Source: an optimization exercise on an open RTL-to-GDS flow (aim: small area, a short achievable clock period and few clock cycles). Production flows keep margins and buffers that such runs may drop. Where RTL was checked, it was by simulation tests only, not by an equivalence proof against the original. The RTL of run 1 was laid out without a check of its function. Power and IR drop assume default switching activity.

==> flow/flow/run.sh <==
#!/bin/bash
# The standard layout, with plain buffers on the ports and timing repair aiming for a setup
# slack of 6.85 ns at the 10 ns clock.
set -euo pipefail
export BUFFER_PORTS_ARGS="-buffer_cell sky130_fd_sc_hd__buf_4"
bash standard.sh SETUP_SLACK_MARGIN=6.85 finish > standard.log 2>&1
==> flow/standard.sh <==
#!/bin/bash
# synth_recipe.tcl (not shown) runs the flow's synth.tcl, then flattens the netlist and writes it again
# the make line also repeats each setting of config.mk as NAME=value (left out here)
make -C /OpenROAD-flow-scripts/flow DESIGN_CONFIG=/design/flow/config.mk WORK_HOME=/design/flow/orfs CLKGATE_MAP_FILE= SYNTH_SCRIPT=/design/flow/synth_recipe.tcl "${@:-finish}"
==> flow/config.mk <==
export PLATFORM = sky130hd
export DESIGN_NAME = LCD_CTRL
export DESIGN_NICKNAME = LCD_CTRL
export VERILOG_FILES = /design/flow/design.v
export SDC_FILE = /design/flow/constraint.sdc
export NUM_CORES = 8
export LEC_CHECK = 0
export ABC_AREA = 1
export CAP_MARGIN = 20
export CORE_MARGIN = 2
export CORE_UTILIZATION = 55
export SLEW_MARGIN = 20
==> flow/constraint.sdc <==
create_clock -name core_clock -period 10.0 [get_ports {clk}]
set_input_delay 2.0000 -clock core_clock [delete_from_list [all_inputs] [get_ports {clk}]]
set_output_delay 2.0000 -clock core_clock [all_outputs]
set_load 0.01 [all_outputs]
==> flow/design.v <==
module LCD_CTRL(
    input clk, cmd_valid, reset,
    input [3:0] cmd,
    input [7:0] IROM_Q,
    output IRAM_valid, IROM_rd, busy, done,
    output [5:0] IROM_A,
    output [5:0] IRAM_A,
    output [7:0] IRAM_D
);
    reg [2:0] r, c;           
    reg [1:0] ri0, ri1, ci0, ci1;
    reg [1:0] pri0, pri1, pci0, pci1;   
    reg       busy_r, cv, cw, wph, done_r, rom_rd, ram_v;
    reg       rsp;            
    reg       idl;            
    reg       smax, smin, savg;
    reg [9:0] ssum;           
    reg       sv;             
    reg [3:0] srow, scol;     
    reg [5:0] rom_a, ram_a, wend;
    reg [7:0] ram_d;
    reg [63:0] ld;            
    reg [7:0] b0 [0:15];      
    reg [7:0] b1 [0:15];      
    reg [7:0] b2 [0:15];      
    reg [7:0] b3 [0:15];      
    reg [7:0] x0, x1, x2, x3;  
    reg       l0, l1, l2, l3;  
    assign busy = busy_r;
    assign done = done_r;
    assign IROM_rd = rom_rd;
    assign IROM_A = rom_a;
    assign IRAM_valid = ram_v;
    assign IRAM_A = ram_a;
    assign IRAM_D = ram_d;
    wire wc = l0 & l1 & l2 & l3;              
    wire opx = cv & wc & (~savg | sv);
    wire g01 = x0 >= x1, g02 = x0 >= x2, g03 = x0 >= x3;
    wire g12 = x1 >= x2, g13 = x1 >= x3, g23 = x2 >= x3;
    wire [7:0] vmax = ({8{ g01 &  g02 &  g03}} & x0) | ({8{~g01 &  g12 &  g13}} & x1) |
                      ({8{~g02 & ~g12 &  g23}} & x2) | ({8{~g03 & ~g13 & ~g23}} & x3);
    wire [7:0] vmin = ({8{~g01 & ~g02 & ~g03}} & x0) | ({8{ g01 & ~g12 & ~g13}} & x1) |
                      ({8{ g02 &  g12 & ~g23}} & x2) | ({8{ g03 &  g13 &  g23}} & x3);
    function [8:0] add8;
        input [7:0] a, b;
        reg [7:0] g0, p0, g1, p1, g2, p2, g3;
        begin
            g0 = a & b; p0 = a ^ b;
            g1 = g0 | (p0 & {g0[6:0], 1'b0}); p1 = p0 & {p0[6:0], 1'b0};
            g2 = g1 | (p1 & {g1[5:0], 2'b0}); p2 = p1 & {p1[5:0], 2'b0};
            g3 = g2 | (p2 & {g2[3:0], 4'b0});
            add8 = {g3[7], p0 ^ {g3[6:0], 1'b0}};
        end
    endfunction
    function [9:0] add9;
        input [8:0] a, b;
        reg [8:0] g0, p0, g1, p1, g2, p2, g3, p3, g4;
        begin
            g0 = a & b; p0 = a ^ b;
            g1 = g0 | (p0 & {g0[7:0], 1'b0}); p1 = p0 & {p0[7:0], 1'b0};
            g2 = g1 | (p1 & {g1[6:0], 2'b0}); p2 = p1 & {p1[6:0], 2'b0};
            g3 = g2 | (p2 & {g2[4:0], 4'b0}); p3 = p2 & {p2[4:0], 4'b0};
            g4 = g3 | (p3 & {g3[0], 8'b0});
            add9 = {g4[8], p0 ^ {g4[7:0], 1'b0}};
        end
    endfunction
    wire [9:0] sum = add9(add8(x0, x1), add8(x2, x3));
    wire [7:0] vavg = ssum[9:2];
    wire [7:0] vsym = ({8{smax}} & vmax) | ({8{smin}} & vmin) | ({8{savg}} & vavg);
    wire [7:0] nv0 = vsym | ({8{srow[0]}} & x2) | ({8{scol[0]}} & x1);
    wire [7:0] nv1 = vsym | ({8{srow[1]}} & x3) | ({8{scol[1]}} & x0);
    wire [7:0] nv2 = vsym | ({8{srow[2]}} & x0) | ({8{scol[2]}} & x3);
    wire [7:0] nv3 = vsym | ({8{srow[3]}} & x1) | ({8{scol[3]}} & x2);
    wire [3:0] wi0 = {ri0, ci0}, wi1 = {ri0, ci1}, wi2 = {ri1, ci0}, wi3 = {ri1, ci1};
    wire [3:0] pi0 = {pri0, pci0}, pi1 = {pri0, pci1}, pi2 = {pri1, pci0}, pi3 = {pri1, pci1};
    wire chg0 = wi0 != pi0, chg1 = wi1 != pi1, chg2 = wi2 != pi2, chg3 = wi3 != pi3;
    wire land = rom_rd & ~wph & ~idl;          
    wire lb0 = land & ~rsp & ~rom_a[3] & ~rom_a[0];
    wire lb1 = land & ~rsp & ~rom_a[3] &  rom_a[0];
    wire lb2 = land & ~rsp &  rom_a[3] & ~rom_a[0];
    wire lb3 = land & ~rsp &  rom_a[3] &  rom_a[0];
    wire sh0 = land & rsp & ~rom_a[3] & ~rom_a[0];
    wire sh1 = land & rsp & ~rom_a[3] &  rom_a[0];
    wire sh2 = land & rsp &  rom_a[3] & ~rom_a[0];
    wire sh3 = land & rsp &  rom_a[3] &  rom_a[0];
    wire fast = take & (cmd == 4'd0) & idl & ~ld[0] & ~(opx & (r == 3'd0));
    wire ws = cw & ~wph;                      
    wire wstart = ws | fast;
    wire [7:0] wd0 = lb0 ? IROM_Q : x0;
    wire [7:0] wd1 = lb1 ? IROM_Q : x1;
    wire [7:0] wd2 = lb2 ? IROM_Q : x2;
    wire [7:0] wd3 = lb3 ? IROM_Q : x3;
    integer k;
    always @(posedge clk) begin
        for (k = 0; k < 16; k = k + 1) begin
            if (pi0 == k) b0[k] <= wd0;
            if (pi1 == k) b1[k] <= wd1;
            if (pi2 == k) b2[k] <= wd2;
            if (pi3 == k) b3[k] <= wd3;
        end
    end
    wire [5:0] a0 = {ri0, 1'b0, ci0, 1'b0};    
    wire [5:0] a1 = {ri0, 1'b0, ci1, 1'b1};
    wire [5:0] a2 = {ri1, 1'b1, ci0, 1'b0};
    wire [5:0] a3 = {ri1, 1'b1, ci1, 1'b1};
    wire [7:0] y0 = b0[wi0], y1 = b1[wi1], y2 = b2[wi2], y3 = b3[wi3];
    wire ld0 = ld[a0], ld1 = ld[a1], ld2 = ld[a2], ld3 = ld[a3];
    wire nl0 = chg0 ? (ld0 | sh0) : (l0 | lb0);
    wire nl1 = chg1 ? (ld1 | sh1) : (l1 | lb1);
    wire nl2 = chg2 ? (ld2 | sh2) : (l2 | lb2);
    wire nl3 = chg3 ? (ld3 | sh3) : (l3 | lb3);
    wire miss = ~(nl0 & nl1 & nl2 & nl3);
    wire [5:0] fa = ~nl0 ? a0 : ~nl1 ? a1 : ~nl2 ? a2 : a3;
    wire sym = smax | smin | savg;            
    wire xch = chg0 | chg1 | chg2 | chg3 | land;
    always @(posedge clk) ssum <= opx ? (sym ? {vsym, 2'b00} : ssum) : sum;
    always @(posedge clk, posedge reset) begin
        if (reset) sv <= 1'b0;
        else sv <= opx ? (sym | sv) : ~xch;
    end
    always @(posedge clk) begin
        x0 <= opx ? nv0 : chg0 ? ((sh0 & ~ld0) ? IROM_Q : y0) : lb0 ? IROM_Q : x0;
        x1 <= opx ? nv1 : chg1 ? ((sh1 & ~ld1) ? IROM_Q : y1) : lb1 ? IROM_Q : x1;
        x2 <= opx ? nv2 : chg2 ? ((sh2 & ~ld2) ? IROM_Q : y2) : lb2 ? IROM_Q : x2;
        x3 <= opx ? nv3 : chg3 ? ((sh3 & ~ld3) ? IROM_Q : y3) : lb3 ? IROM_Q : x3;
    end
    wire take = cmd_valid & ~busy_r;
    wire mu = take & (cmd == 4'd1) & (r != 3'd0);
    wire md = take & (cmd == 4'd2) & (r != 3'd6);
    wire ml = take & (cmd == 4'd3) & (c != 3'd0);
    wire mr = take & (cmd == 4'd4) & (c != 3'd6);
    wire is_op = cmd >= 4'd5;
    wire [2:0] ru = r - 3'd1, rd = r + 3'd1, cl = c - 3'd1, cr = c + 3'd1;
    wire [1:0] ru0 = ru[2:1] + {1'b0, ru[0]}, rd0 = rd[2:1] + {1'b0, rd[0]};
    wire [1:0] cl0 = cl[2:1] + {1'b0, cl[0]}, cr0 = cr[2:1] + {1'b0, cr[0]};
    wire [5:0] w = {r, c};
    wire [5:0] wfirst = wc ? w : rom_a;
    wire [5:0] wnext = (ws ? wfirst : w) + 6'd1;
    wire [2:0] wr = wnext[5:3], wcl = wnext[2:0];
    wire [1:0] wri0 = wr[2:1] + {1'b0, wr[0]}, wci0 = wcl[2:1] + {1'b0, wcl[0]};
    wire       wlast = ram_v & (w == wend);     
    wire       wgo = wph & ~done_r & ~wlast;
    reg  [7:0] xs, ys;
    reg        nls;
    always @(*) begin
        case ({r[0], c[0]})
            2'b00: begin xs = x0; ys = y0; nls = ld[a0]; end
            2'b01: begin xs = x1; ys = y1; nls = ld[a1]; end
            2'b10: begin xs = x2; ys = y2; nls = ld[a2]; end
            default: begin xs = x3; ys = y3; nls = ld[a3]; end
        endcase
    end
    always @(posedge clk) begin
        ram_a <= fast ? 6'd0 : ws ? wfirst : w;
        ram_d <= fast ? IROM_Q : ws ? (wc ? xs : IROM_Q) : (nls ? ys : IROM_Q);
        if (wstart) wend <= fast ? 6'd0 : wfirst;
    end
    wire cvn = (take & is_op) | (cv & ~opx);
    wire avgn = take ? (cmd == 4'd7) : savg;   
    wire svn = opx ? (sym | sv) : ~xch;
    wire dd = r[0] ^ c[0];                    
    always @(posedge clk, posedge reset) begin
        if (reset) begin
            r <= 3'd3; c <= 3'd3;
            ri0 <= 2'd2; ri1 <= 2'd1; ci0 <= 2'd2; ci1 <= 2'd1;
            pri0 <= 2'd2; pri1 <= 2'd1; pci0 <= 2'd2; pci1 <= 2'd1;
            busy_r <= 1'b0;
            cv <= 1'b0;
            cw <= 1'b0;
            wph <= 1'b0;
            done_r <= 1'b0;
            rom_rd <= 1'b0;
            rsp <= 1'b0;
            idl <= 1'b0;
            ram_v <= 1'b0;
            l0 <= 1'b0; l1 <= 1'b0; l2 <= 1'b0; l3 <= 1'b0;
        end else begin
            pri0 <= ri0; pri1 <= ri1; pci0 <= ci0; pci1 <= ci1;
            l0 <= nl0; l1 <= nl1; l2 <= nl2; l3 <= nl3;
            if (wph | wstart) begin
                wph <= 1'b1;
                busy_r <= 1'b1;
                cv <= 1'b0;
                ram_v <= wstart | wgo;
                if (wlast) done_r <= 1'b1;
                if (fast) begin                   
                    r <= 3'd0; c <= 3'd1;
                    ri1 <= 2'd0; ri0 <= 2'd0; ci1 <= 2'd0; ci0 <= 2'd1;
                end else if (ws | wgo) begin
                    r <= wr; c <= wcl;
                    ri1 <= wr[2:1]; ri0 <= wri0;
                    ci1 <= wcl[2:1]; ci0 <= wci0;
                end
                rom_rd <= wstart | wgo;
                rsp <= 1'b0;
                idl <= 1'b0;
            end else begin
                if (mu) begin r <= ru; ri1 <= ru[2:1]; ri0 <= ru0; end
                if (md) begin r <= rd; ri1 <= rd[2:1]; ri0 <= rd0; end
                if (ml) begin c <= cl; ci1 <= cl[2:1]; ci0 <= cl0; end
                if (mr) begin c <= cr; ci1 <= cr[2:1]; ci0 <= cr0; end
                rom_rd <= 1'b1;
                rsp <= mv_any;
                idl <= ~miss & ~mv_any;
                cv <= cvn;
                if (take & (cmd == 4'd0)) cw <= 1'b1;
                busy_r <= (take & (cmd == 4'd0)) | (cvn & (miss | (avgn & ~svn)));
            end
        end
    end
    wire mv_any = mu | md | ml | mr;
    wire [5:0] fmv = mu ? {ru, c} : md ? {r + 3'd2, c} : ml ? {r, cl} : {r, c + 3'd2};
    always @(posedge clk)
        rom_a <= (wph | ws) ? wnext : fast ? 6'd1 : mv_any ? fmv : miss ? fa : 6'd0;
    integer q;
    always @(posedge clk, posedge reset) begin
        if (reset) ld <= 64'd0;
        else for (q = 0; q < 64; q = q + 1) if (land && rom_a == q) ld[q] <= 1'b1;
    end
    always @(posedge clk) begin
        if (take) begin
            smax <= cmd == 4'd5;
            smin <= cmd == 4'd6;
            savg <= cmd == 4'd7;
            srow[0] <= (cmd == 4'd10) | (cmd == 4'd8 &  dd) | (cmd == 4'd9 & ~dd);
            srow[1] <= (cmd == 4'd10) | (cmd == 4'd8 & ~dd) | (cmd == 4'd9 &  dd);
            srow[2] <= (cmd == 4'd10) | (cmd == 4'd8 & ~dd) | (cmd == 4'd9 &  dd);
            srow[3] <= (cmd == 4'd10) | (cmd == 4'd8 &  dd) | (cmd == 4'd9 & ~dd);
            scol[0] <= (cmd == 4'd11) | (cmd == 4'd8 & ~dd) | (cmd == 4'd9 &  dd);
            scol[1] <= (cmd == 4'd11) | (cmd == 4'd8 &  dd) | (cmd == 4'd9 & ~dd);
            scol[2] <= (cmd == 4'd11) | (cmd == 4'd8 &  dd) | (cmd == 4'd9 & ~dd);
            scol[3] <= (cmd == 4'd11) | (cmd == 4'd8 & ~dd) | (cmd == 4'd9 &  dd);
        end
    end
endmodule
==> results by group, run 1 <==
Floorplanning
  – Die Width: 253 um
  – Top Ports: 39
  – Starting density of the core: 55.3%
  – Die Height: 253 um
  – Cell row count: 91
  – Die ar.: 63900 um^2
  – CORE AREA: 61500 um^2

Drt
  – Initial DRC count: 3161
  – Drt wl/cell: 24.3 um
  – Detailed-route via count: 27600
  – Routed wire length: 112000 um
  – Post-route ant nets: 0
  – Routed vias/inst: 5.98
  – Router iterations before antenna repair: 6
  – DRC viols: 0

Clocking
  – CTS clk-pin slew, worst paths: 60 ps
  – Clk buf depth: 3
  – Root Driver: clkbuf_16
  – Number of H-tree levels: 3
  – CTS buffer count: 74
  – Clock sinks: 681
  – Clock Latency Late Sink: 640 ps
  – CTS tree: yes
  – Hold-fix buffers, CTS: 0

Synth
  – Share of the synthesized area in the top cell type: 46.9%
  – Sequential area share after synthesis: 57.2%
  – Primary FF master, synth: edfxtp_1
  – Post-Synthesis Cells: 3694
  – Post-synth EDFFs: 532
  – Area leader, netlist: edfxtp_1
  – Syn Area/Cell: 9.21 um^2
  – Post-Syn Area: 34000 um^2
  – Most instantiated library cell after synthesis: nand2_1
  – Ys async rst share: 14.1%
  – Yosys Warn Count: 5
  – Synth top cells by count: nand2_1, edfxtp_1, nor2_1
  – Post-synth cell types: 64
  – Ranking of synthesized cells by area: edfxtp_1, nand2_1, dfrtp_1
  – #FFs+latches synth: 681
  – Mapped Nets: 3808

STA
  – Slew headroom: 20.8%
  – RSZ-0062 raised after global routing: yes
  – Fin Setup TNS: 0 ps
  – Crit share post-route: 31.7%
  – Clock Skew: 34.8 ps
  – Fin. Hold Viols: 0
  – Fin worst setup slack: 6830 ps
  – Fin. max-slew vios: 0
  – Tmin final: 3170 ps
  – Fmax: 0.315 GHz
  – Slew @ Worst Pin: 1180 ps
  – Final setup fails: 0

Critical path
  – CP max stage delay: 420 ps
  – CP startpoint kind: flip-flop
  – Critical path endpoint category: output port
  – Crit-path slowest cell: dfrtp_1
  – RR Endpoint: ssum[4]
  – Setup CP Type: flip-flop to output port
  – Critical path origin: rom_rd
  – Crit-path leading delay family: flip-flops
  – Cells on worst reg2reg path: 15
  – Worst reg2reg setup slack: 6860 ps
  – Worst EP arrival: 1170 ps
  – Crit path buf inv count: 1
  – Worst-path maximum fanout: 2
  – R2r startpoint: x1[4]
  – Critical-path cell list: buf_6
  – Worst path required time: 8000 ps

Layout
  – Fill count: 5148
  – Number of diodes: 0
  – Layout cells sized above 1: 12.9%
  – Nets: 3890
  – Layout Utilization: 62.9%
  – Design area: 38700 um^2
  – Area delta synth->final: 13.7%

Job
  – Max cap viols: 0

Global routing
  – Global route overflow: 0
  – First-pass GRT wire length: 164000 um
  – Vias in the first global route: 26100
  – Initial antenna violation count: 2
  – GRT Overall Usage: 34.9%
  – Largest net degree at the start of global routing: 81

Worst hold path
  – Hold path endpoint: ld[29]
  – Hold crit path type: flip-flop to flip-flop
  – Hold depth: 2
  – Min-Delay Startpoint: ld[29]

Pwr
  – VDD IR-drop max: 150 uV
  – Leakage Power: 16.2 nW
  – Tot Pwr: 0.00934 W
  – Pwr per Cell Area: 241 nW/um^2

Placement
  – Final RePlAce weighted congestion: 0.979
  – Area after DPL: 35000 um^2
  – Dpl hpwl: 75000 um
  – Port buffer count: 38
  – Dpl ws: 5990 ps

Run status
  – Status: complete, no violations
-- layout by cell type (no fill, tap or decap), drive strengths merged, types with 21 or more instances in the layout --
| cell | count |
|---|---|
| dfrtp | 86 |
| nand2 | 942 |
| o22ai | 21 |
| buf | 139 |
| dfxtp | 53 |
| a21oi | 113 |
| ha | 97 |
| edfxtp | 532 |
| clkbuf | 95 |
| inv | 415 |
| nand3 | 344 |
| o211ai | 32 |
| clkinv | 29 |
| nor2 | 430 |
| o21bai | 33 |
| o21ai | 178 |
| nand4 | 131 |
-- cells by family after synthesis --
group / share of synthesized area (%)
adder cells (fa/ha/maj): 3.68
AND/OR/NAND/NOR: 24.3
XOR/XNOR: 0.721
AO/OA/AOI/OAI: 7.29
buffers and inverters: 6.85
flip-flops: 57.2
-- metal layers --
metal	part of all wire (%)	vias up	wire length, um	track usage (%)
li1	-	12600	-	-
met1	40	13300	45300	47.1
met2	46	1460	52100	56.0
met3	8.8	320	9870	5.68
met4	4.5	2	5070	15.3
met5	0.012	-	13	0
-- worst max-delay path by stage --
stage	end	slack [ps]	cells after the start
2_1_floorplan	ri0[0]	6610	14
3_3_place_gp	ri0[0]	6050	14
3_5_place_dp	ri0[0]	5990	14
4_1_cts	IROM_rd	6810	1
5_1_grt	ram_d[7]	6790	16
6_report	IROM_rd	6830	1
-- sequential cells by signal (all words and copies together) (netlist names), 3 cells and up --
name and cells:
b0 128, b1 128, b2 128, b3 128, ld 64, ram_d 8
ssum 8, x0 8, x1 8, x2 8, x3 8, ram_a 6
rom_a 6, wend 6, c 3
-- stage by stage --
stage	std cells	hold WS (ps)
global route	4625	470
global placement	4426	439
finish	4625	458
CTS	4585	459
detailed placement	4426	446
floorplan	3694	352
-- layout make-up --
class                      instances  area [um^2]  share of cell area (%)
sequential                       681        19600                    50.6
multi-input combinational       2457        12700                    32.9
clock buffer                      94         2000                    5.16
inverter                         421         1670                    4.31
timing repair buffer             140         1190                    3.09
tap                              790          988                    2.55
clock inverter                    41          522                    1.35
timing repair inverter             1         6.26                  0.0162
-- where the power goes --
part           internal [W]  switching, W  leakage (nW)
Sequential          0.00346      0.000203          6.47
Clock               0.00171       0.00115          1.23
Combinational      0.000952       0.00187          8.46
-- repair_timing --
item / in CTS / in global routing
setup endpoints to repair: 79 / 61
pin swaps: 7 / 34
resized for setup: 124 / 93
buffers inserted: 22 / 38
gates cloned: 2 / 1
==> run 2: changes to the inputs <==
--- a/flow/design.v
+++ b/flow/design.v
@@ -13,5 +13,4 @@
     reg       busy_r, cv, cw, wph, done_r, rom_rd, ram_v;
     reg       rsp;            
-    reg       idl;            
     reg       smax, smin, savg;
     reg [9:0] ssum;           
@@ -75,5 +74,5 @@
     wire [3:0] pi0 = {pri0, pci0}, pi1 = {pri0, pci1}, pi2 = {pri1, pci0}, pi3 = {pri1, pci1};
     wire chg0 = wi0 != pi0, chg1 = wi1 != pi1, chg2 = wi2 != pi2, chg3 = wi3 != pi3;
-    wire land = rom_rd & ~wph & ~idl;          
+    wire land = rom_rd & ~wph;                 
     wire lb0 = land & ~rsp & ~rom_a[3] & ~rom_a[0];
     wire lb1 = land & ~rsp & ~rom_a[3] &  rom_a[0];
@@ -84,7 +83,5 @@
     wire sh2 = land & rsp &  rom_a[3] & ~rom_a[0];
     wire sh3 = land & rsp &  rom_a[3] &  rom_a[0];
-    wire fast = take & (cmd == 4'd0) & idl & ~ld[0] & ~(opx & (r == 3'd0));
-    wire ws = cw & ~wph;                      
-    wire wstart = ws | fast;
+    wire wstart = cw & ~wph;
     wire [7:0] wd0 = lb0 ? IROM_Q : x0;
     wire [7:0] wd1 = lb1 ? IROM_Q : x1;
@@ -136,7 +133,6 @@
     wire [5:0] w = {r, c};
     wire [5:0] wfirst = wc ? w : rom_a;
-    wire [5:0] wnext = (ws ? wfirst : w) + 6'd1;
+    wire [5:0] wnext = (wstart ? wfirst : w) + 6'd1;
     wire [2:0] wr = wnext[5:3], wcl = wnext[2:0];
-    wire [1:0] wri0 = wr[2:1] + {1'b0, wr[0]}, wci0 = wcl[2:1] + {1'b0, wcl[0]};
     wire       wlast = ram_v & (w == wend);     
     wire       wgo = wph & ~done_r & ~wlast;
@@ -152,7 +148,7 @@
     end
     always @(posedge clk) begin
-        ram_a <= fast ? 6'd0 : ws ? wfirst : w;
-        ram_d <= fast ? IROM_Q : ws ? (wc ? xs : IROM_Q) : (nls ? ys : IROM_Q);
-        if (wstart) wend <= fast ? 6'd0 : wfirst;
+        ram_a <= wstart ? wfirst : w;
+        ram_d <= wstart ? (wc ? xs : IROM_Q) : (nls ? ys : IROM_Q);
+        if (wstart) wend <= wfirst;
     end
     wire cvn = (take & is_op) | (cv & ~opx);
@@ -172,5 +168,4 @@
             rom_rd <= 1'b0;
             rsp <= 1'b0;
-            idl <= 1'b0;
             ram_v <= 1'b0;
             l0 <= 1'b0; l1 <= 1'b0; l2 <= 1'b0; l3 <= 1'b0;
@@ -180,19 +175,14 @@
             if (wph | wstart) begin
                 wph <= 1'b1;
-                busy_r <= 1'b1;
                 cv <= 1'b0;
                 ram_v <= wstart | wgo;
                 if (wlast) done_r <= 1'b1;
-                if (fast) begin                   
-                    r <= 3'd0; c <= 3'd1;
-                    ri1 <= 2'd0; ri0 <= 2'd0; ci1 <= 2'd0; ci0 <= 2'd1;
-                end else if (ws | wgo) begin
+                if (wstart | wgo) begin
                     r <= wr; c <= wcl;
-                    ri1 <= wr[2:1]; ri0 <= wri0;
-                    ci1 <= wcl[2:1]; ci0 <= wci0;
+                    ri1 <= wr[2:1]; ri0 <= wr[2:1] + {1'b0, wr[0]};
+                    ci1 <= wcl[2:1]; ci0 <= wcl[2:1] + {1'b0, wcl[0]};
                 end
                 rom_rd <= wstart | wgo;
                 rsp <= 1'b0;
-                idl <= 1'b0;
             end else begin
                 if (mu) begin r <= ru; ri1 <= ru[2:1]; ri0 <= ru0; end
@@ -200,7 +190,6 @@
                 if (ml) begin c <= cl; ci1 <= cl[2:1]; ci0 <= cl0; end
                 if (mr) begin c <= cr; ci1 <= cr[2:1]; ci0 <= cr0; end
-                rom_rd <= 1'b1;
+                rom_rd <= miss | mv_any;
                 rsp <= mv_any;
-                idl <= ~miss & ~mv_any;
                 cv <= cvn;
                 if (take & (cmd == 4'd0)) cw <= 1'b1;
@@ -211,6 +200,5 @@
     wire mv_any = mu | md | ml | mr;
     wire [5:0] fmv = mu ? {ru, c} : md ? {r + 3'd2, c} : ml ? {r, cl} : {r, c + 3'd2};
-    always @(posedge clk)
-        rom_a <= (wph | ws) ? wnext : fast ? 6'd1 : mv_any ? fmv : miss ? fa : 6'd0;
+    always @(posedge clk) rom_a <= (wph | wstart) ? wnext : mv_any ? fmv : fa;
     integer q;
     always @(posedge clk, posedge reset) begin
==> flow/flow/run.sh (replaced) <==
#!/bin/bash
# The standard layout with three changes: plain buffers on the ports, an area-oriented ABC
# mapping script (flow/area.script) in the otherwise standard synthesis, and timing repair
# aiming for a setup slack of 7 ns at the 10 ns clock.
set -euo pipefail
here=$(pwd)
cat > own_synth.tcl <<EOF2
proc abc {args} {
  set i [lsearch -exact \$args -script]
  if {\$i >= 0} { lset args [expr {\$i + 1}] $here/flow/area.script }
  yosys abc {*}\$args
}
EOF2
cat synth_recipe.tcl >> own_synth.tcl
export BUFFER_PORTS_ARGS="-buffer_cell sky130_fd_sc_hd__buf_4"
bash standard.sh SYNTH_SCRIPT=$here/own_synth.tcl SETUP_SLACK_MARGIN=7 finish > standard.log 2>&1
==> flow/flow/area.script (new file) <==
strash
dch
amap
topo
stime -c
==> run 2 against run 1 <==
  * Clock-buffer cell count is 7 lower
  * Sequential share of layout area fell by 1.0 points
  * Global-route usage increased by 1.9 points
  * Clock power fell by 5%
  * Utilization increased by 12 points
  * Flip-flop and latch count down 1
  * Die area is 13% lower
  * Via count down 13%
  * First-iteration DRC count grew 15%
  * Setup slack got worse by 130 ps
  * Critical path type is now flip-flop to flip-flop
  * Largest power group is now combinational cells
  * Highest routed layer unchanged
==> results by group, run 2 <==
STA
  – Fin. Hold Viols: 0 (unchanged)
  – Clock Skew: 19.2 ps (-15.6 ps)
  – Fin. max-slew vios: 0 (unchanged)
  – Slew @ Worst Pin: 1020 ps (-161 ps)
  – RSZ-0062 raised after global routing: yes
  – Fmax: 0.303 GHz (-4.0%)
  – Tmin final: 3300 ps (+131 ps)
  – Crit share post-route: 33.0% (+1.3 points)
  – Fin Setup TNS: 0 ps (unchanged)
  – Fin worst setup slack: 6700 ps (-131 ps)
  – Worst Hold Margin: 481 ps (+22.9 ps)
  – Slew headroom: 31.8% (+11 points)
  – Final setup fails: 0 (unchanged)

Critical path
  – R2r startpoint: ri1[0]
  – Crit-path slowest cell: dfstp_4
  – CP max stage delay: 690 ps (+270 ps)
  – Setup CP Type: flip-flop to flip-flop
  – Critical path endpoint category: flip-flop
  – Worst-path maximum fanout: 14 (+12)
  – Cells on worst reg2reg path: 13 (-2)
  – Critical-path cell list: clkinv_8, ha_4, clkinv_4, nor3_1, buf_4, and2_0, a2111oi_4, nand4_1, o22ai_2, o21ai_1, o22ai_1, nor2_1, o32a_1
  – Worst path required time: 10480 ps (+2480 ps)
  – RR Endpoint: ram_d[4]
  – Worst reg2reg setup slack: 6700 ps (-160 ps)
  – Crit path buf inv count: 3 (+2)
  – Crit-path leading delay family: compound AO/OA/AOI/OAI gates
  – Worst EP arrival: 3790 ps (+2620 ps)
  – CP startpoint kind: flip-flop

Floorplanning
  – Cell row count: 84 (-7.7%)
  – Die Height: 236 um (-6.7%)
  – Starting density of the core: 56.0% (+0.60 points)
  – CORE AREA: 52900 um^2 (-14%)
  – Top Ports: 39 (unchanged)
  – Die Width: 236 um (-6.7%)
  – Die ar.: 55700 um^2 (-13%)

Drt
  – Router iterations before antenna repair: 7 (+1)
  – Detailed-route via count: 24100 (-13%)
  – DRC viols: 0 (unchanged)
  – Routed vias/inst: 6.99 (+17%)
  – Routed wire length: 106000 um (-6.0%)
  – Initial DRC count: 3622 (+15%)
  – Post-route ant nets: 0 (unchanged)
  – Drt wl/cell: 30.7 um (+26%)

Pwr
  – Leakage Power: 13.7 nW (-15%)
  – Pwr per Cell Area: 413 nW/um^2 (+71%)
  – Tot Pwr: 0.0163 W (+75%)
  – Combinational power share: 53.9% (+24 points)
  – Seq pwr share: 29.3% (-9.9 points)
  – P_int: 0.00937 W (+53%)
  – Switching Share: 42.6% (+8.1 points)
  – VDD IR-drop max: 204 uV (+36%)
  – Switching Power: 0.00695 W (+120%)
  – Clock power share: 16.7% (-14 points)

Synth
  – Post-synth EDFFs: 532 (unchanged)
  – Post-Synthesis Cells: 2290 (-38%)
  – Share of the synthesized area in the top cell type: 54.0% (+7.1 points)
  – Post-Syn Area: 29600 um^2 (-13%)
  – Post-synth cell types: 46 (-28%)
  – Mapped Nets: 2404 (-37%)
  – Ys async rst share: 14.0% (-0.13 points)
  – Synth top cells by count: edfxtp_1, nor2_1, clkinv_1
  – #FFs+latches synth: 680 (-0.15%)
  – Ranking of synthesized cells by area: edfxtp_1, dfrtp_1, ha_1
  – Area leader, netlist: edfxtp_1
  – Sequential area share after synthesis: 65.7% (+8.5 points)
  – Syn Area/Cell: 12.9 um^2 (+40%)
  – Most instantiated library cell after synthesis: edfxtp_1
  – Yosys Warn Count: 5 (unchanged)
  – Primary FF master, synth: edfxtp_1

Clocking
  – Root Driver: clkbuf_16
  – CTS buffer count: 72 (-2.7%)
  – Clock sinks: 680 (-0.15%)
  – Clk buf depth: 3 (unchanged)
  – CTS clk-pin slew, worst paths: 70 ps (about the same)
  – CTS tree: yes
  – Number of H-tree levels: 3 (unchanged)
  – Clock Latency Late Sink: 620 ps (-20 ps)
  – Hold-fix buffers, CTS: 0 (unchanged)

Global routing
  – Vias in the first global route: 23300 (-11%)
  – Largest net degree at the start of global routing: 96 (+19%)
  – Global route overflow: 0 (unchanged)
  – GRT Overall Usage: 36.8% (+1.9 points)
  – First-pass GRT wire length: 151000 um (-7.7%)
  – Initial antenna violation count: 1 (-1)

Placement
  – Dpl hpwl: 65800 um (-12%)
  – Dpl ws: 5090 ps (-897 ps)
  – Final RePlAce weighted congestion: 1.01 (+3.4%)
  – Port buffer count: 38 (unchanged)

Layout
  – Layout Utilization: 74.7% (+12 points)
  – Commonest non-fill, non-tap cell in the layout: edfxtp_1
  – Number of diodes: 0 (unchanged)
  – Most frequent cells in the layout: edfxtp_1, buf_4, nor2_1
  – Nets: 2812 (-28%)
  – Layout cells sized above 1: 35.0% (+22 points)
  – Area delta synth->final: 33.6%

Worst hold path
  – Hold crit path type: flip-flop to flip-flop
  – Min-Delay Startpoint: ld[32]
  – Hold path endpoint: ld[32]
  – Hold depth: 1 (-1)

Job
  – Max cap viols: 0 (unchanged)

Run status
  – Status: complete, no violations
## run 2: cell types whose count changed in the layout (fill, tap and decap cells not counted), moves of 83 or more
cell and change:
inv_1 -373, nand4_1 -83, clkinv_1 +83, nand2_1 -824
buf_4 +114, nand3_1 -300, nor2_1 -232, a22oi_1 +123
## run 2: power groups by stage
stage | combinational, W | clock (W) | sequential (W)
floorplan | 0.00348 | 0 | 0.00459
global placement | 0.00538 | 0 | 0.00482
detailed placement | 0.00544 | 0 | 0.00483
CTS | 0.00749 | 0.00274 | 0.00473
global route | 0.00920 | 0.00286 | 0.00482
finish | 0.00880 | 0.00273 | 0.00479
## run 2: how the worst max path moves through the flow
stage | endpoint | depth (start not counted) | startpoint
after global placement | ram_d[4] | 10 | ri0[0]
after floorplan | ri0[1] | 9 | cmd_valid
after global routing | x1[5] | 15 | x1[7]
after detailed placement | ram_d[3] | 12 | ri0[0]
after CTS | ram_d[3] | 12 | ri1[0]
final | ram_d[4] | 13 | ri1[0]
## run 2: layer usage
layer  track usage (%)  share of wire (%)
met1              49.5                 38
met2              57.2                 46
met3              8.62                 11
met4              16.8                5.4
met5                 0              0.012
## run 2: through the flow
step | instances | cell area [um^2]
2_1_floorplan | 2290 | 30100
3_3_place_gp | 3037 | 31500
3_5_place_dp | 3038 | 31500
4_1_cts | 3380 | 38000
5_1_grt | 3444 | 39500
6_report | 3444 | 39500
## run 2: layout make-up
type | instances | area [um^2]
Clock inverter | 45 | 493
Timing Repair Buffer | 330 | 3080
Multi-Input combinational cell | 1434 | 12500
Tap cell | 688 | 861
Inverter | 177 | 1030
Sequential cell | 680 | 19600
Timing Repair inverter | 3 | 26.3
Clock buffer | 87 | 1920
Fill cell | 3343 | 13400
## run 2: cells by family after synthesis
family,Yosys count,synth area share (%)
simple gates,520,8.12
compound gates,814,19.7
buf+inv,177,2.25
fa+ha+maj,99,4.24
flops,680,65.7
## run 2: repair_timing
action                                  CTS  global route
endpoints found under the setup margin  528           221
buffers inserted                        208            61
resized for setup                       582           215
pin swaps                               174           151
cloned                                    2             3
Testbench counts of run 2, summed over its fixed seeds: cycles 11,240.
==> run 3: changes to the inputs <==
==> flow/flow/area.script (replaced) <==
strash
ifraig
dc2
dch -f
amap
topo
stime -c
==> run 3 against run 2 <==
  * Still clean on timing, DRC and antenna
  * Sequential share of layout area rose by 0.73 points
  * Die area fell by 0.31%
  * Clock power fell by 2%
  * Flip-flop and latch count did not move
  * Via count fell by 0.56%
  * Non-clock buffer count fell by 21
  * Critical endpoint is now x2[7]
==> results by group, run 3 <==
Synth
  – Yosys Warn Count: 5 (unchanged)
  – Xor and xnor area share after synthesis: 0% (unchanged)
  – Syn Area/Cell: 12.8 um^2 (-1.1%)
  – Post-Synthesis Cells: 2308 (+0.79%)
  – Post-Synth Simple-Gate Area: 8.25% (+0.13 points)
  – Share of the synthesized area in the top cell type: 54.2% (+0.17 points)
  – Post-synth EDFFs: 532 (unchanged)
  – Synth top cells by count: edfxtp_1, nor2_1, clkinv_1
  – Post-synthesis mux area share: 0% (unchanged)
  – Post-synthesis compound-gate area fraction: 18.9% (-0.82 points)
  – Most instantiated library cell after synthesis: edfxtp_1
  – Mapped Nets: 2422 (+0.75%)
  – Synth Area in Adders: 4.25% (+0.014 points)
  – Area leader, netlist: edfxtp_1
  – Primary FF master, synth: edfxtp_1
  – Main combinational cell family by area after synthesis: compound AO/OA/AOI/OAI gates
  – Ranking of synthesized cells by area: edfxtp_1, dfrtp_1, ha_1
  – Post-Syn Area: 29500 um^2 (-0.32%)
  – Post-synth cell types: 52 (+13%)
  – #FFs+latches synth: 680 (unchanged)
  – Ys async rst share: 14.0% (unchanged)
  – Sequential area share after synthesis: 65.9% (+0.21 points)

Drt
  – Detailed-route via count: 24000 (-0.56%)
  – Post-route ant nets: 0 (unchanged)
  – Drt wl/cell: 30.6 um (about the same)
  – Router iterations before antenna repair: 8 (+1)
  – Initial DRC count: 3563 (-1.6%)
  – Routed vias/inst: 6.97 (-0.32%)
  – Routed wire length: 105000 um (-0.27%)
  – DRC viols: 0 (unchanged)

Clocking
  – Root Driver: clkbuf_16
  – Clock sinks: 680 (unchanged)
  – Clk buf depth: 3 (unchanged)
  – CTS tree: yes
  – Clock Latency Late Sink: 640 ps (+20 ps)
  – Number of H-tree levels: 3 (unchanged)
  – CTS buffer count: 70 (-2.8%)
  – CTS clk-pin slew, worst paths: 70 ps (about the same)

Floorplanning
  – Cell row count: 84 (unchanged)
  – Starting density of the core: 55.9% (-0.069 points)
  – Die Height: 236 um (-0.16%)
  – Die Width: 236 um (-0.16%)
  – Top Ports: 39 (unchanged)
  – Die ar.: 55500 um^2 (-0.31%)
  – CORE AREA: 52800 um^2 (-0.20%)

Global routing
  – Initial antenna violation count: 2 (+1)
  – GRT Overall Usage: 37.0% (+0.19 points)
  – Largest net degree at the start of global routing: 74 (-23%)
  – First-pass GRT wire length: 151000 um (unchanged)
  – Global route overflow: 0 (unchanged)
  – Vias in the first global route: 23200 (-0.19%)

Run status
  – Status: complete, no violations

Layout
  – Nets: 2805 (-0.25%)
  – Most frequent cells in the layout: edfxtp_1, buf_4, nor2_1
  – Commonest non-fill, non-tap cell in the layout: edfxtp_1
  – Area delta synth->final: 31.8%
  – Number of diodes: 0 (unchanged)
  – Layout cells sized above 1: 32.8% (-2.2 points)

Pwr
  – Leakage Power: 13.6 nW (-0.80%)
  – Tot Pwr: 0.00587 W (-64%)
  – VDD IR-drop max: 121 uV (-41%)
  – Pwr per Cell Area: 151 nW/um^2 (-63%)

Critical path
  – Worst-path maximum fanout: 6 (-8)
  – Cells on worst reg2reg path: 21 (+8)
  – Critical path endpoint category: flip-flop
  – Worst EP arrival: 4140 ps (+350 ps)
  – CP startpoint kind: flip-flop
  – Setup CP Type: flip-flop to flip-flop
  – Worst path required time: 10490 ps (about the same)

STA
  – Crit share post-route: 36.5% (+3.4 points)
  – RSZ-0062 raised after global routing: yes
  – Slew @ Worst Pin: 1110 ps (+90.4 ps)
  – Clock Skew: 33.1 ps (+13.9 ps)
  – Fmax: 0.274 GHz (-9.4%)
  – Tmin final: 3650 ps (+344 ps)
  – Final setup fails: 0 (unchanged)
  – Slew headroom: 25.8% (-6.0 points)
  – Fin. Hold Viols: 0 (unchanged)
  – Fin Setup TNS: 0 ps (unchanged)
  – Fin. max-slew vios: 0 (unchanged)

Worst hold path
  – Hold depth: 0 (-1)
  – Hold crit path type: flip-flop to flip-flop

Placement
  – Port buffer count: 38 (unchanged)
  – Dpl hpwl: 67500 um (+2.6%)
  – Final RePlAce weighted congestion: 0.972 (-4.0%)

Job
  – Max cap viols: 0 (unchanged)
==> run 3: stage by stage <==
| stage | utilization (%) | instance area [um^2] | setup WS [ps] | hold slack, ps | cells |
|---|---|---|---|---|---|
| 4_1_cts | 70.5 | 37200 | 6430 | 447 | 3355 |
| 5_1_grt | 73.6 | 38800 | 6250 | 450 | 3436 |
| 6_report | 73.6 | 38800 | 6350 | 448 | 3436 |
| 2_1_floorplan | - | 30000 | 6350 | 376 | 2308 |
| 3_3_place_gp | 59.2 | 31200 | 5240 | 380 | 3044 |
| 3_5_place_dp | 59.2 | 31200 | 5210 | 388 | 3044 |
==> run 3: final cells by class <==
| cell class | count | area [um^2] |
|---|---|---|
| inverter | 213 | 1120 |
| clock inverter | 39 | 397 |
| sequential | 680 | 19500 |
| timing repair inverter | 2 | 20.0 |
| timing repair buffer | 309 | 2810 |
| multi-input combinational | 1415 | 12200 |
| fill | 3448 | 13900 |
| clock buffer | 90 | 1940 |
| tap | 688 | 861 |
==> run 3: path summary, 6_finish.rpt <==
path | startpoint | end | slack, ps
min | ri0[1] | pri0[1] | 450
max in group asynchronous | reset | ci0[0] | 7300
min in group asynchronous | reset | ld[13] | 1330
min reg2reg | ri0[1] | pri0[1] | 450
max reg2reg | x2[0] | x2[7] | 6350
max | x2[0] | x2[7] | 6350
==> run 3: cell families (layout without fill, tap and decap cells) <==
| family | after synthesis | count (layout) |
|---|---|---|
| compound gates | 767 | 767 |
| fa+ha+maj | 99 | 99 |
| buf+inv | 213 | 653 |
| flops | 680 | 680 |
| simple gates | 549 | 549 |
==> run 3: worst max-delay path, stage by stage (launching register included) <==
cell and delay, ps:
dfxtp_4 430, buf_6 120, buf_6 90, clkinv_4 50, ha_4 270, inv_4 30
nand2_2 60, a21oi_2 40, nor2_1 110, o21a_1 150, o21a_1 140, nor2_2 50
o21bai_2 270, a31oi_4 150, buf_4 180, nand3_4 100, nor2_4 50, o41ai_4 370
o21ai_1 110, or3_4 440, a221oi_2 220, a21oi_1 70
==> run 3: routing by layer <==
layer	track usage (%)	share of wire, %	vias up
li1	-	-	10000
met1	49.8	37	11900
met5	0	0	-
met4	17.1	4.9	0
met3	7.94	12	359
met2	58.1	46	1677
==> run 3: what timing repair did <==
item                                    4_1_cts  5_1_grt
gates cloned                                  3        0
endpoints found under the setup margin      607      197
hold buffers                                  0        0
resized for setup                           503      217
buffers inserted                            179       81
pin swaps                                   124      177
==> run 3: power breakdown <==
group / switching (W) / internal (W)
sequential: 0.0000173 / 0.00303
clock: 0.00115 / 0.00152
combinational: 0.0000938 / 0.0000568
total: 0.00126 / 0.00461
==> run 4: changes to the inputs <==
==> flow/flow/area.script (replaced) <==
strash
dch -f
map -B 0.9
topo
stime -c
buffer -c
upsize -c
dnsize -c
==> run 4 against run 3 <==
  * Still clean
  * Routed wire length rose by 0.80%
  * First-iteration DRC count fell by 20%
  * Critical path depth fell by 20
  * Global-route usage fell by 1.9 points
  * Clock-buffer cell count rose by 4
  * Sequential share of layout area rose by 2.4 points
  * Via count rose by 7.2%
  * Clock power barely moved
==> results by group, run 4 <==
Run status
  – Status: complete, no violations

STA
  – Fin. Hold Viols: 0 (unchanged)
  – Slew headroom: 24.1% (-1.7 points)
  – Fmax: 0.313 GHz (+14%)
  – Tmin final: 3200 ps (-454 ps)
  – Fin Setup TNS: 0 ps (unchanged)
  – Clock Skew: 39.0 ps (+5.90 ps)
  – Crit share post-route: 32.0% (-4.5 points)
  – RSZ-0062 raised after global routing: yes
  – Final setup fails: 0 (unchanged)
  – Slew @ Worst Pin: 1130 ps (+25.2 ps)
  – Fin. max-slew vios: 0 (unchanged)

Critical path
  – R2r startpoint: x1[6]
  – Setup CP Type: flip-flop to output port
  – Worst EP arrival: 1200 ps (-2940 ps)
  – Worst-path maximum fanout: 3 (-3)
  – Critical path origin: busy_r
  – CP startpoint kind: flip-flop
  – Crit-path slowest cell: dfrtp_2
  – Crit path buf inv count: 1 (-4)
  – CP max stage delay: 440 ps (about the same)
  – Critical-path cell list: buf_6
  – Worst path required time: 8000 ps (-2490 ps)
  – Crit-path leading delay family: flip-flops
  – Critical path endpoint category: output port

Layout
  – Fill count: 4696 (+36%)
  – Number of diodes: 0 (unchanged)
  – Layout Utilization: 64.4% (-9.2 points)
  – Nets: 3518 (+25%)
  – Commonest non-fill, non-tap cell in the layout: nand2_1
  – Layout cells sized above 1: 16.0% (-17 points)
  – Area of the multi-input gates: 12000 um^2 (-1.3%)
  – Most frequent cells in the layout: nand2_1, edfxtp_1, nor2_1
  – Area delta synth->final: 15.8%
  – Reg area: 19600 um^2 (+0.22%)

Synth
  – Ys async rst share: 14.0% (unchanged)
  – Ranking of synthesized cells by area: edfxtp_1, nand2_1, dfrtp_1
  – Post-synth cell types: 61 (+17%)
  – Xor and xnor area share after synthesis: 0.791% (+0.79 points)
  – Syn Area/Cell: 9.85 um^2 (-23%)
  – Sequential area share after synthesis: 60.5% (-5.4 points)
  – Post-synthesis compound-gate area fraction: 7.73% (-11 points)
  – #FFs+latches synth: 680 (unchanged)
  – Area leader, netlist: edfxtp_1
  – Primary FF master, synth: edfxtp_1
  – Post-Synth Simple-Gate Area: 22.8% (+15 points)
  – Synth Area in Adders: 3.91% (-0.35 points)
  – Mapped Nets: 3371 (+39%)
  – Share of the synthesized area in the top cell type: 49.8% (-4.4 points)
  – Post-Syn Area: 32100 um^2 (+8.8%)
  – Post-synthesis mux area share: 0% (unchanged)
  – Synth top cells by count: nand2_1, edfxtp_1, nor2_1
  – Post-Synthesis Cells: 3257 (+41%)
  – Main combinational cell family by area after synthesis: simple AND/OR/NAND/NOR gates
  – Yosys Warn Count: 5 (unchanged)
  – Post-synth EDFFs: 532 (unchanged)
  – Most instantiated library cell after synthesis: nand2_1

Worst hold path
  – Hold crit path type: flip-flop to flip-flop
  – Min-Delay Startpoint: ri0[1]

Global routing
  – Global route overflow: 0 (unchanged)
  – Vias in the first global route: 24200 (+4.1%)
  – First-pass GRT wire length: 154000 um (+2.0%)
  – Largest net degree at the start of global routing: 61 (-18%)
  – Initial antenna violation count: 0 (-2)
  – GRT Overall Usage: 35.1% (-1.9 points)

Clocking
  – Clock sinks: 680 (unchanged)
  – Clk buf depth: 3 (unchanged)
  – CTS clk-pin slew, worst paths: 60 ps (about the same)
  – CTS tree: yes
  – CTS buffer count: 73 (+4.3%)
  – Root Driver: clkbuf_16
  – Hold-fix buffers, CTS: 0 (unchanged)
  – Number of H-tree levels: 3 (unchanged)
  – Clock Latency Late Sink: 640 ps (about the same)

Drt
  – Routed wire length: 106000 um (+0.80%)
  – DRC viols: 0 (unchanged)
  – Post-route ant nets: 0 (unchanged)
  – Drt wl/cell: 25.1 um (-18%)
  – Detailed-route via count: 25700 (+7.2%)
  – Initial DRC count: 2866 (-20%)
  – Routed vias/inst: 6.08 (-13%)
  – Router iterations before antenna repair: 9 (+1)

Pwr
  – Leakage Power: 14.2 nW (+4.7%)
  – Pwr per Cell Area: 154 nW/um^2 (+2.0%)
  – VDD IR-drop max: 162 uV (+34%)

Placement
  – Dpl hpwl: 72500 um (+7.4%)
  – Final RePlAce weighted congestion: 1.04 (+6.8%)
  – Port buffer count: 38 (unchanged)

Floorplanning
  – Top Ports: 39 (unchanged)
  – Die ar.: 60300 um^2 (+8.7%)
  – Cell row count: 88 (+4.8%)
  – CORE AREA: 57700 um^2 (+9.4%)
  – Die Width: 246 um (+4.3%)
  – Starting density of the core: 55.6% (-0.26 points)
  – Die Height: 246 um (+4.3%)

Job
  – Max cap viols: 0 (unchanged)
-- run 4: cell types whose count changed in the layout (fill, tap and decap cells not counted), moves of 98 or more --
| cell | delta |
|---|---|
| buf_4 | -118 |
| clkinv_1 | -135 |
| inv_1 | +231 |
| nand2_1 | +873 |
| nand3_1 | +105 |
| nand4_1 | +123 |
| nor2_1 | +98 |
-- run 4: path summary, 6_finish.rpt --
kind / endpoint / cells after the start / slack [ps]
worst max register to register: ssum[3] / 17 / 7060
worst min register to register: pri0[1] / 0 / 440
min in group asynchronous: ld[17] / 2 / 1520
max in group asynchronous: ri1[1] / 3 / 7460
worst min-delay path: pri0[1] / 0 / 440
worst max-delay path: busy / 1 / 6800
-- run 4: power breakdown --
group	internal, W	leakage (nW)	switching [W]	total (W)
Combinational	0.0000109	7.06	0.0000279	0.0000388
Sequential	0.00301	6.02	0.00000387	0.00301
Clock	0.00152	1.14	0.00116	0.00268
-- run 4: repair_timing --
item,CTS,global route
gates resized for setup,173,114
cloned,1,0
pin swaps,6,37
buffers inserted,34,38
endpoints found under the setup margin,155,87
-- run 4: worst register-to-register path, cell delays in order (launching register included) --
cell	delay [ps]
dfxtp_2	500
inv_1	190
ha_1	370
nand2_1	160
inv_1	60
nand2_1	60
nand2_1	90
a21oi_4	150
buf_12	150
nor3_4	60
buf_4	160
buf_4	130
nand2_1	40
nand4_1	70
nand2_1	70
nand3_1	100
nand2_2	210
nand2_1	80
-- run 4: final cells by class --
type / instances / share of cell area [%]
clock inverter: 34 / 1.19
multi-input combinational: 2243 / 32.3
timing repair buffer: 136 / 3.16
inverter: 270 / 2.91
sequential: 680 / 52.7
clock buffer: 94 / 5.21
tap: 765 / 2.57
-- run 4: stage by stage --
step	hold slack, ps	instance area, um^2	setup WS, ps	power [W]	std cells
2_1_floorplan	360	32200	6670	0.00309	3257
3_3_place_gp	413	33200	6020	0.00311	4017
3_5_place_dp	415	33300	5950	0.00311	4020
4_1_cts	423	36400	6760	0.00576	4183
5_1_grt	443	37200	6780	0.00587	4222
6_report	437	37200	6800	0.00573	4222
-- run 4: logic make-up after synthesis --
kind of cell / count (synthesis)
buf+inv: 335
fa+ha+maj: 99
flops: 680
compound gates: 408
xor+xnor: 29
simple gates: 1706
-- run 4: metal layers --
metal	GRT usage (%)	part of all wire, %	wire, um
met2	53.8	45	47700
met1	49.3	41	43300
met3	7.77	10	11100
met5	0	0	0
met4	13.0	3.9	4150
==> run 5: changes to the inputs <==
==> flow/flow/area.script (replaced) <==
strash
dc2
dch -f
map
topo
stime -c
buffer -c
upsize -c
dnsize -c
==> run 5 against run 4 <==
  * Still clean
  * Setup slack got worse by 39 ps
  * First-iteration DRC count rose by 7.0%
  * Global-route usage rose by 0.81 points
  * Clock skew fell by 3.9 ps
  * Critical path type unchanged
==> results by group, run 5 <==
Clocking
  – Clock Latency Late Sink: 650 ps (about the same)
  – Clk buf depth: 3 (unchanged)
  – CTS buffer count: 71 (-2.7%)
  – Clock sinks: 680 (unchanged)
  – Root Driver: clkbuf_16
  – Number of H-tree levels: 3 (unchanged)
  – CTS clk-pin slew, worst paths: 60 ps (about the same)
  – CTS tree: yes

Floorplanning
  – Cell row count: 87 (-1.1%)
  – CORE AREA: 56200 um^2 (-2.6%)
  – Die Width: 242 um (-1.5%)
  – Die Height: 242 um (-1.5%)
  – Die ar.: 58600 um^2 (-2.9%)
  – Top Ports: 39 (unchanged)
  – Starting density of the core: 55.5% (-0.17 points)

Layout
  – Fill count: 4125 (-12%)
  – Nets: 3069 (-13%)
  – Area delta synth->final: 23.5%
  – Commonest non-fill, non-tap cell in the layout: edfxtp_1
  – Most frequent cells in the layout: edfxtp_1, nand2_1, inv_1
  – Layout cells sized above 1: 26.5% (+11 points)
  – Finished Layout Cells: 3769 (-11%)
  – Number of diodes: 0 (unchanged)

Drt
  – Met3 Wirelength: 9860 um (-11%)
  – Drt wl/cell: 28.5 um (+13%)
  – Routed wire length: 107000 um (+1.2%)
  – Detailed-route via count: 24600 (-4.0%)
  – Router iterations before antenna repair: 8 (-1)
  – Initial DRC count: 3066 (+7.0%)
  – Highest Signal Layer: met4
  – Post-route ant nets: 0 (unchanged)
  – Met2 wire len: 49900 um (+4.7%)
  – DRC viols: 0 (unchanged)
  – Met1 WL: 43300 um (about the same)
  – Routed vias/inst: 6.54 (+7.6%)

Global routing
  – Vias in the first global route: 23300 (-3.6%)
  – GRT Overall Usage: 35.9% (+0.81 points)
  – Largest net degree at the start of global routing: 85 (+39%)
  – Global route overflow: 0 (unchanged)
  – First-pass GRT wire length: 156000 um (+0.86%)
  – Initial antenna violation count: 1 (+1)

STA
  – Worst Hold Margin: 458 ps (+21.2 ps)
  – Clock Skew: 35.1 ps (-3.88 ps)
  – Fmax: 0.309 GHz (-1.2%)
  – Final setup fails: 0 (unchanged)
  – Tmin final: 3230 ps (+39.3 ps)
  – Slew headroom: 26.9% (+2.8 points)
  – Crit share post-route: 32.3% (+0.39 points)
  – Slew @ Worst Pin: 1100 ps (-38.1 ps)
  – Fin. Hold Viols: 0 (unchanged)
  – Fin. max-slew vios: 0 (unchanged)
  – Fin Setup TNS: 0 ps (unchanged)
  – RSZ-0062 raised after global routing: yes

Placement
  – Final RePlAce weighted congestion: 0.952 (-8.3%)
  – Dpl hpwl: 73000 um (+0.74%)
  – Port buffer count: 38 (unchanged)
  – Placed Cells: 3461 (-14%)

Critical path
  – Critical path origin: busy_r
  – Setup CP Type: flip-flop to output port
  – Worst-path maximum fanout: 2 (-1)
  – CP startpoint kind: flip-flop
  – Critical path endpoint category: output port
  – CP max stage delay: 460 ps (+20 ps)
  – Worst path required time: 8000 ps (about the same)
  – Crit path buf inv count: 1 (unchanged)
  – Worst reg2reg setup slack: 6890 ps (-170 ps)
  – Critical-path cell list: buf_6
  – RR Endpoint: x2[3]
  – Crit-path slowest cell: dfrtp_2
  – Worst EP arrival: 1230 ps (+30 ps)
  – R2r startpoint: ri1[0]
  – Cells on worst reg2reg path: 15 (-2)
  – Crit-path leading delay family: flip-flops

Synth
  – Post-Syn Area: 31100 um^2 (-2.9%)
  – Ranking of synthesized cells by area: edfxtp_1, dfrtp_1, nand2_1
  – Mapped Nets: 2853 (-15%)
  – Share of the synthesized area in the top cell type: 51.3% (+1.5 points)
  – Post-Synthesis Cells: 2739 (-16%)
  – #FFs+latches synth: 680 (unchanged)
  – Primary FF master, synth: edfxtp_1
  – Synth top cells by count: edfxtp_1, nand2_1, inv_1
  – Post-synth cell types: 75 (+23%)
  – Yosys Warn Count: 5 (unchanged)
  – Ys async rst share: 14.0% (unchanged)
  – Sequential area share after synthesis: 62.4% (+1.8 points)
  – Syn Area/Cell: 11.4 um^2 (+15%)
  – Area leader, netlist: edfxtp_1
  – Most instantiated library cell after synthesis: edfxtp_1
  – Post-synth EDFFs: 532 (unchanged)

Pwr
  – Switching Share: 20.8% (+0.041 points)
  – P_int: 0.00455 W (+0.37%)
  – Pwr per Cell Area: 150 nW/um^2 (-2.9%)
  – Combinational power share: 0.7% (about the same)
  – Seq pwr share: 52.3% (-0.2 points)
  – VDD IR-drop max: 176 uV (+8.5%)
  – Clock power share: 47.0% (+0.2 points)
  – Leakage Power: 14.7 nW (+3.4%)
  – Switching Power: 0.00120 W (+0.62%)

Worst hold path
  – Hold depth: 2 (+2)
  – Hold crit path type: flip-flop to flip-flop
  – Hold path endpoint: ld[43]
  – Min-Delay Startpoint: ld[43]

Job
  – Max cap viols: 0 (unchanged)

Run status
  – Status: complete, no violations
==> run 5: changes by cell type after synthesis, moves of 40 or more <==
cell | previous run | this run
a221oi_1 | 4 | 55
a22oi_1 | 9 | 113
nand2_1 | 995 | 352
nand3_1 | 134 | 67
nand4_1 | 163 | 102
nor2_1 | 327 | 203
o211ai_1 | 50 | 8
o21ai_0 | 113 | 208
o21bai_1 | 31 | 74
o22ai_1 | 10 | 50
==> run 5: logic make-up (layout without fill, tap and decap cells) <==
kind of cell             count (synthesis)  in the layout  synth area share [%]
buffers and inverters                  334            603                  4.22
adder cells (fa/ha/maj)                 99             99                  4.03
AO/OA/AOI/OAI                          818            823                  17.5
XOR/XNOR                                24             24                 0.675
flip-flops                             680            680                  62.4
AND/OR/NAND/NOR                        783            783                  11.2
multiplexers                             1              1                0.0321
==> run 5: area by class of cell <==
| cell class | count | area [um^2] | share of cell area [%] |
|---|---|---|---|
| inverters | 246 | 1080 | 2.81 |
| well taps | 756 | 946 | 2.46 |
| clock inverters | 40 | 435 | 1.13 |
| repair buffers | 225 | 2130 | 5.55 |
| multi-input cells | 1730 | 12400 | 32.2 |
| repair inverters | 1 | 7.51 | 0.0195 |
| clock buffers | 91 | 1950 | 5.08 |
| flip-flops and latches | 680 | 19500 | 50.8 |
==> run 5: power by group through the flow <==
stage / clock (W) / sequential, W / combinational [W]
finish: 0.00270 / 0.00301 / 0.0000389
global placement: 0 / 0.00307 / 0.0000351
global route: 0.00283 / 0.00301 / 0.0000419
detailed placement: 0 / 0.00307 / 0.0000356
floorplan: 0 / 0.00307 / 0.0000171
CTS: 0.00271 / 0.00301 / 0.0000376
==> run 5: repair_timing <==
action,4_1_cts,5_1_grt
cloned,4,3
pin swaps,50,88
hold buffers,0,0
setup buffers,98,72
gates resized for setup,314,226
endpoints found under the setup margin,116,80
==> run 5: stage by stage <==
step | instance area [um^2] | worst slack, ps | power (W) | utilization, %
CTS | 36800 | 6740 | 0.00576 | 65.6
floorplan | 31400 | 6750 | 0.00309 | -
global route | 38500 | 6730 | 0.00588 | 68.5
global placement | 32400 | 5500 | 0.00311 | 57.6
detailed placement | 32400 | 5470 | 0.00311 | 57.7
finish | 38500 | 6770 | 0.00575 | 68.5
==> run 5: routing by layer <==
layer	GRT usage (%)	vias to the layer above
li1	-	10700
met1	51.1	12200
met2	56.6	1461
met3	5.44	274
met4	13.2	0
met5	0	-
==> run 5: worst max path at each step <==
stage | to | slack, ps | cells past startpoint
after floorplan | x0[7] | 6750 | 6
after global placement | x2[0] | 5500 | 16
after detailed placement | x2[7] | 5470 | 14
after CTS | busy | 6740 | 1
after global routing | busy | 6730 | 1
final | busy | 6770 | 1
==> run 6: changes to the inputs <==
--- a/flow/design.v
+++ b/flow/design.v
@@ -20,8 +20,4 @@
     reg [7:0] ram_d;
     reg [63:0] ld;            
-    reg [7:0] b0 [0:15];      
-    reg [7:0] b1 [0:15];      
-    reg [7:0] b2 [0:15];      
-    reg [7:0] b3 [0:15];      
     reg [7:0] x0, x1, x2, x3;  
     reg       l0, l1, l2, l3;  
@@ -88,18 +84,13 @@
     wire [7:0] wd2 = lb2 ? IROM_Q : x2;
     wire [7:0] wd3 = lb3 ? IROM_Q : x3;
-    integer k;
-    always @(posedge clk) begin
-        for (k = 0; k < 16; k = k + 1) begin
-            if (pi0 == k) b0[k] <= wd0;
-            if (pi1 == k) b1[k] <= wd1;
-            if (pi2 == k) b2[k] <= wd2;
-            if (pi3 == k) b3[k] <= wd3;
-        end
-    end
+    wire [7:0] y0, y1, y2, y3;
+    lcd_bank b0 (.clk(clk), .wa(pi0), .wd(wd0), .ra(wi0), .rd(y0));
+    lcd_bank b1 (.clk(clk), .wa(pi1), .wd(wd1), .ra(wi1), .rd(y1));
+    lcd_bank b2 (.clk(clk), .wa(pi2), .wd(wd2), .ra(wi2), .rd(y2));
+    lcd_bank b3 (.clk(clk), .wa(pi3), .wd(wd3), .ra(wi3), .rd(y3));
     wire [5:0] a0 = {ri0, 1'b0, ci0, 1'b0};    
     wire [5:0] a1 = {ri0, 1'b0, ci1, 1'b1};
     wire [5:0] a2 = {ri1, 1'b1, ci0, 1'b0};
     wire [5:0] a3 = {ri1, 1'b1, ci1, 1'b1};
-    wire [7:0] y0 = b0[wi0], y1 = b1[wi1], y2 = b2[wi2], y3 = b3[wi3];
     wire ld0 = ld[a0], ld1 = ld[a1], ld2 = ld[a2], ld3 = ld[a3];
     wire nl0 = chg0 ? (ld0 | sh0) : (l0 | lb0);
@@ -222,2 +213,15 @@
     end
 endmodule
+module lcd_bank(
+    input clk,
+    input [3:0] wa, ra,
+    input [7:0] wd,
+    output [7:0] rd
+);
+    reg [7:0] m [0:15];
+    integer k;
+    always @(posedge clk)
+        for (k = 0; k < 16; k = k + 1)
+            if (wa == k) m[k] <= wd;
+    assign rd = m[ra];
+endmodule
==> flow/flow/run.sh (replaced) <==
#!/bin/bash
# The standard layout with three changes: plain buffers on the ports; in the otherwise standard
# (hierarchical) synthesis, the pixel banks (module lcd_bank) are mapped by an area-oriented ABC
# script (flow/bank.script) and the rest by the standard one; timing repair aiming for a setup
# slack of 7 ns at the 10 ns clock.
set -euo pipefail
here=$(pwd)
cat > own_synth.tcl <<EOF2
proc abc {args} {
  set i [lsearch -exact \$args -script]
  set a2 \$args
  lset a2 [expr {\$i + 1}] $here/flow/bank.script
  yosys abc {*}\$a2 lcd_bank
  yosys abc {*}\$args LCD_CTRL
}
EOF2
cat synth_recipe.tcl >> own_synth.tcl
export BUFFER_PORTS_ARGS="-buffer_cell sky130_fd_sc_hd__buf_4"
bash standard.sh SYNTH_SCRIPT=$here/own_synth.tcl SETUP_SLACK_MARGIN=7 finish > standard.log 2>&1
==> flow/flow/bank.script (new file) <==
strash
dch
amap
topo
stime -c
--- a/flow/config.mk
+++ b/flow/config.mk
@@ -11,2 +11,3 @@
 export CORE_UTILIZATION = 55
 export SLEW_MARGIN = 20
+export SYNTH_HIERARCHICAL = 1
removed: flow/flow/area.script
==> run 6 against run 5 <==
  * Sequential share of layout area up 1.9 points
  * Area after synthesis up 1.4%
  * Die area up 1.4%
  * Global-route usage down 3.1 points
  * Non-clock buffer count down 47
  * Utilization down 2.9 points
  * Power down 2.0%
  * Via count down 1.2%
  * Critical path type unchanged
  * Largest cell class unchanged
==> results by group, run 6 <==
Critical path
  – Setup CP Type: flip-flop to output port
  – RR Endpoint: ssum[9]
  – CP max stage delay: 420 ps (-40 ps)
  – Cells on worst reg2reg path: 18 (+3)
  – Worst path required time: 8000 ps (about the same)
  – Crit path buf inv count: 1 (unchanged)
  – Critical-path cell list: buf_6

Pwr
  – Combinational power share: 1.0% (+0.3 points)
  – Switching Share: 20.3% (-0.57 points)
  – P_int: 0.00449 W (-1.3%)
  – Tot Pwr: 0.00564 W (-2.0%)

STA
  – Slew headroom: 35.6% (+8.7 points)
  – Worst Hold Margin: 458 ps (-0.479 ps)
  – Fin. max-slew vios: 0 (unchanged)
  – Fin. Hold Viols: 0 (unchanged)
  – Fin Setup TNS: 0 ps (unchanged)
  – Clock Skew: 24.7 ps (-10.4 ps)
  – Crit share post-route: 31.6% (-0.72 points)

Worst hold path
  – Min-Delay Startpoint: ld[42]
  – Hold depth: 2 (unchanged)
  – Hold path endpoint: ld[42]
  – Hold crit path type: flip-flop to flip-flop

Synth
  – Ys async rst share: 14.0% (unchanged)
  – Synth top cells by count: edfxtp_1, nand2_1, nor2_1
  – Share of the synthesized area in the top cell type: 50.6% (-0.72 points)
  – Syn Area/Cell: 11.1 um^2 (-2.7%)
  – Primary FF master, synth: edfxtp_1
  – Mapped Nets: 2961 (+3.8%)
  – Ranking of synthesized cells by area: edfxtp_1, dfrtp_1, nand2_1
  – Sequential area share after synthesis: 61.5% (-0.87 points)

Placement
  – Port buffer count: 38 (unchanged)
  – Dpl ws: 6180 ps (+707 ps)

Clocking
  – Clock Latency Late Sink: 610 ps (-40 ps)
  – Clk buf depth: 3 (unchanged)
  – CTS buffer count: 71 (unchanged)
  – CTS tree: yes
  – Number of H-tree levels: 3 (unchanged)

Floorplanning
  – Starting density of the core: 55.8% (+0.35 points)
  – Die ar.: 59400 um^2 (+1.4%)
  – Cell row count: 87 (unchanged)

Global routing
  – Vias in the first global route: 23200 (-0.52%)
  – Most used routing layer: met2

Layout
  – Layout Utilization: 65.5% (-2.9 points)
  – Commonest non-fill, non-tap cell in the layout: edfxtp_1
  – Layout cells sized above 1: 18.4% (-8.1 points)
  – Number of diodes: 0 (unchanged)

Run status
  – Status: complete, no violations

Drt
  – Post-route ant nets: 0 (unchanged)

Job
  – Max cap viols: 0 (unchanged)
-- run 6: cell type report --
| type | count | area [um^2] |
|---|---|---|
| Sequential cell | 680 | 19600 |
| Fill cell | 4387 | 19500 |
| Multi-Input combinational cell | 1829 | 11500 |
| Clock buffer | 97 | 1980 |
| Timing Repair Buffer | 178 | 1670 |
| Inverter | 283 | 1140 |
| Tap cell | 756 | 946 |
| Clock inverter | 31 | 253 |
| Timing Repair inverter | 1 | 7.51 |
-- run 6: worst register-to-register path, delay by kind of cell (launching register included) --
kind,cells,cell delay [ps]
AO/OA/AOI/OAI,5,750
adder cells (fa/ha/maj),2,660
AND/OR/NAND/NOR,6,490
buffers and inverters,4,390
flip-flops,1,380
XOR/XNOR,1,200
-- run 6: power by group through the flow --
| stage | Combinational [W] | Sequential (W) | Clock (W) |
|---|---|---|---|
| global route | 0.0000595 | 0.00302 | 0.00269 |
| CTS | 0.0000530 | 0.00302 | 0.00259 |
| finish | 0.0000548 | 0.00302 | 0.00256 |
| floorplan | 0.0000295 | 0.00308 | 0 |
| global placement | 0.0000499 | 0.00308 | 0 |
| detailed placement | 0.0000500 | 0.00308 | 0 |
-- run 6: how the worst max path moves through the flow --
stage / cells after the start / slack [ps] / endpoint / start
5_1_grt: 20 / 6710 / ssum[9] / x3[2]
2_1_floorplan: 10 / 6720 / rom_a[5] / cmd_valid
3_5_place_dp: 7 / 6180 / x2[7] / IROM_Q[7]
4_1_cts: 1 / 6810 / IROM_rd / rom_rd
3_3_place_gp: 11 / 5930 / ram_d[0] / ci0[1]
6_report: 1 / 6840 / IROM_rd / rom_rd
-- run 6: through the flow --
step | area (um^2) | cells
floorplan | 31700 | 2855
finish | 37100 | 3855
global route | 37100 | 3855
CTS | 36300 | 3809
global placement | 33000 | 3646
detailed placement | 33100 | 3647
-- run 6: cell families after synthesis --
family | after synthesis | share of synthesized area, %
adders and majority gates | 91 | 3.65
buffers and inverters | 347 | 4.62
DFF | 680 | 61.5
xor gates and xnor gates | 28 | 0.800
and+or+nand+nor | 1033 | 15.1
AOI/OAI and AO/OA | 676 | 14.3
-- run 6: Yosys stat by module (local to each module, per instance) --
module / copies in the design / cells / flip-flops and latches
LCD_CTRL: 1 / 1791 / 168
lcd_bank: 4 / 266 / 128
-- run 6: layer usage --
metal  up-vias  wire length, um
li1      10900                -
met1     11900            41100
met4         2             4190
met3       238             9990
met5         -               13
met2      1370            43800
-- run 6: repair_timing --
action	CTS	global route
cloned	0	3
buffers inserted	34	43
resized for setup	181	97
setup endpoints to repair	130	160
pin swaps	22	60
Testbench counts of run 6, summed over its fixed seeds: cycles 11,240.

[afterwards: timing with drivers on the ports]
The flow's constraints put no driver on any port. The routed layouts listed below were extracted and timed again, unchanged, in two steps.
Step 1 assumes that a clkbuf_16 drives the clock port and a buf_2 every other input.
Step 2 also shifts input and output timing later by t, the mid clock arrival at the registers, as if the neighbouring blocks saw the same clock.
Slacks: ideal / step 1 / step 2; pairs: ideal / step 1.
| run | t (ns) | setup WS [ns] |
|---|---|---|
| run 1 | 0.686 | 6.826 / 6.759 / 6.231 |
| run 2 | 0.675 | 6.695 / 6.695 / 6.095 |
| run 3 | 0.682 | 6.351 / 6.351 / 6.000 |
| run 4 | 0.685 | 6.804 / 6.737 / 6.396 |
| run 5 | 0.691 | 6.765 / 6.702 / 6.397 |
| run 6 | 0.665 | 6.837 / 6.771 / 6.383 |
After both steps setup and hold are still met in every run listed.
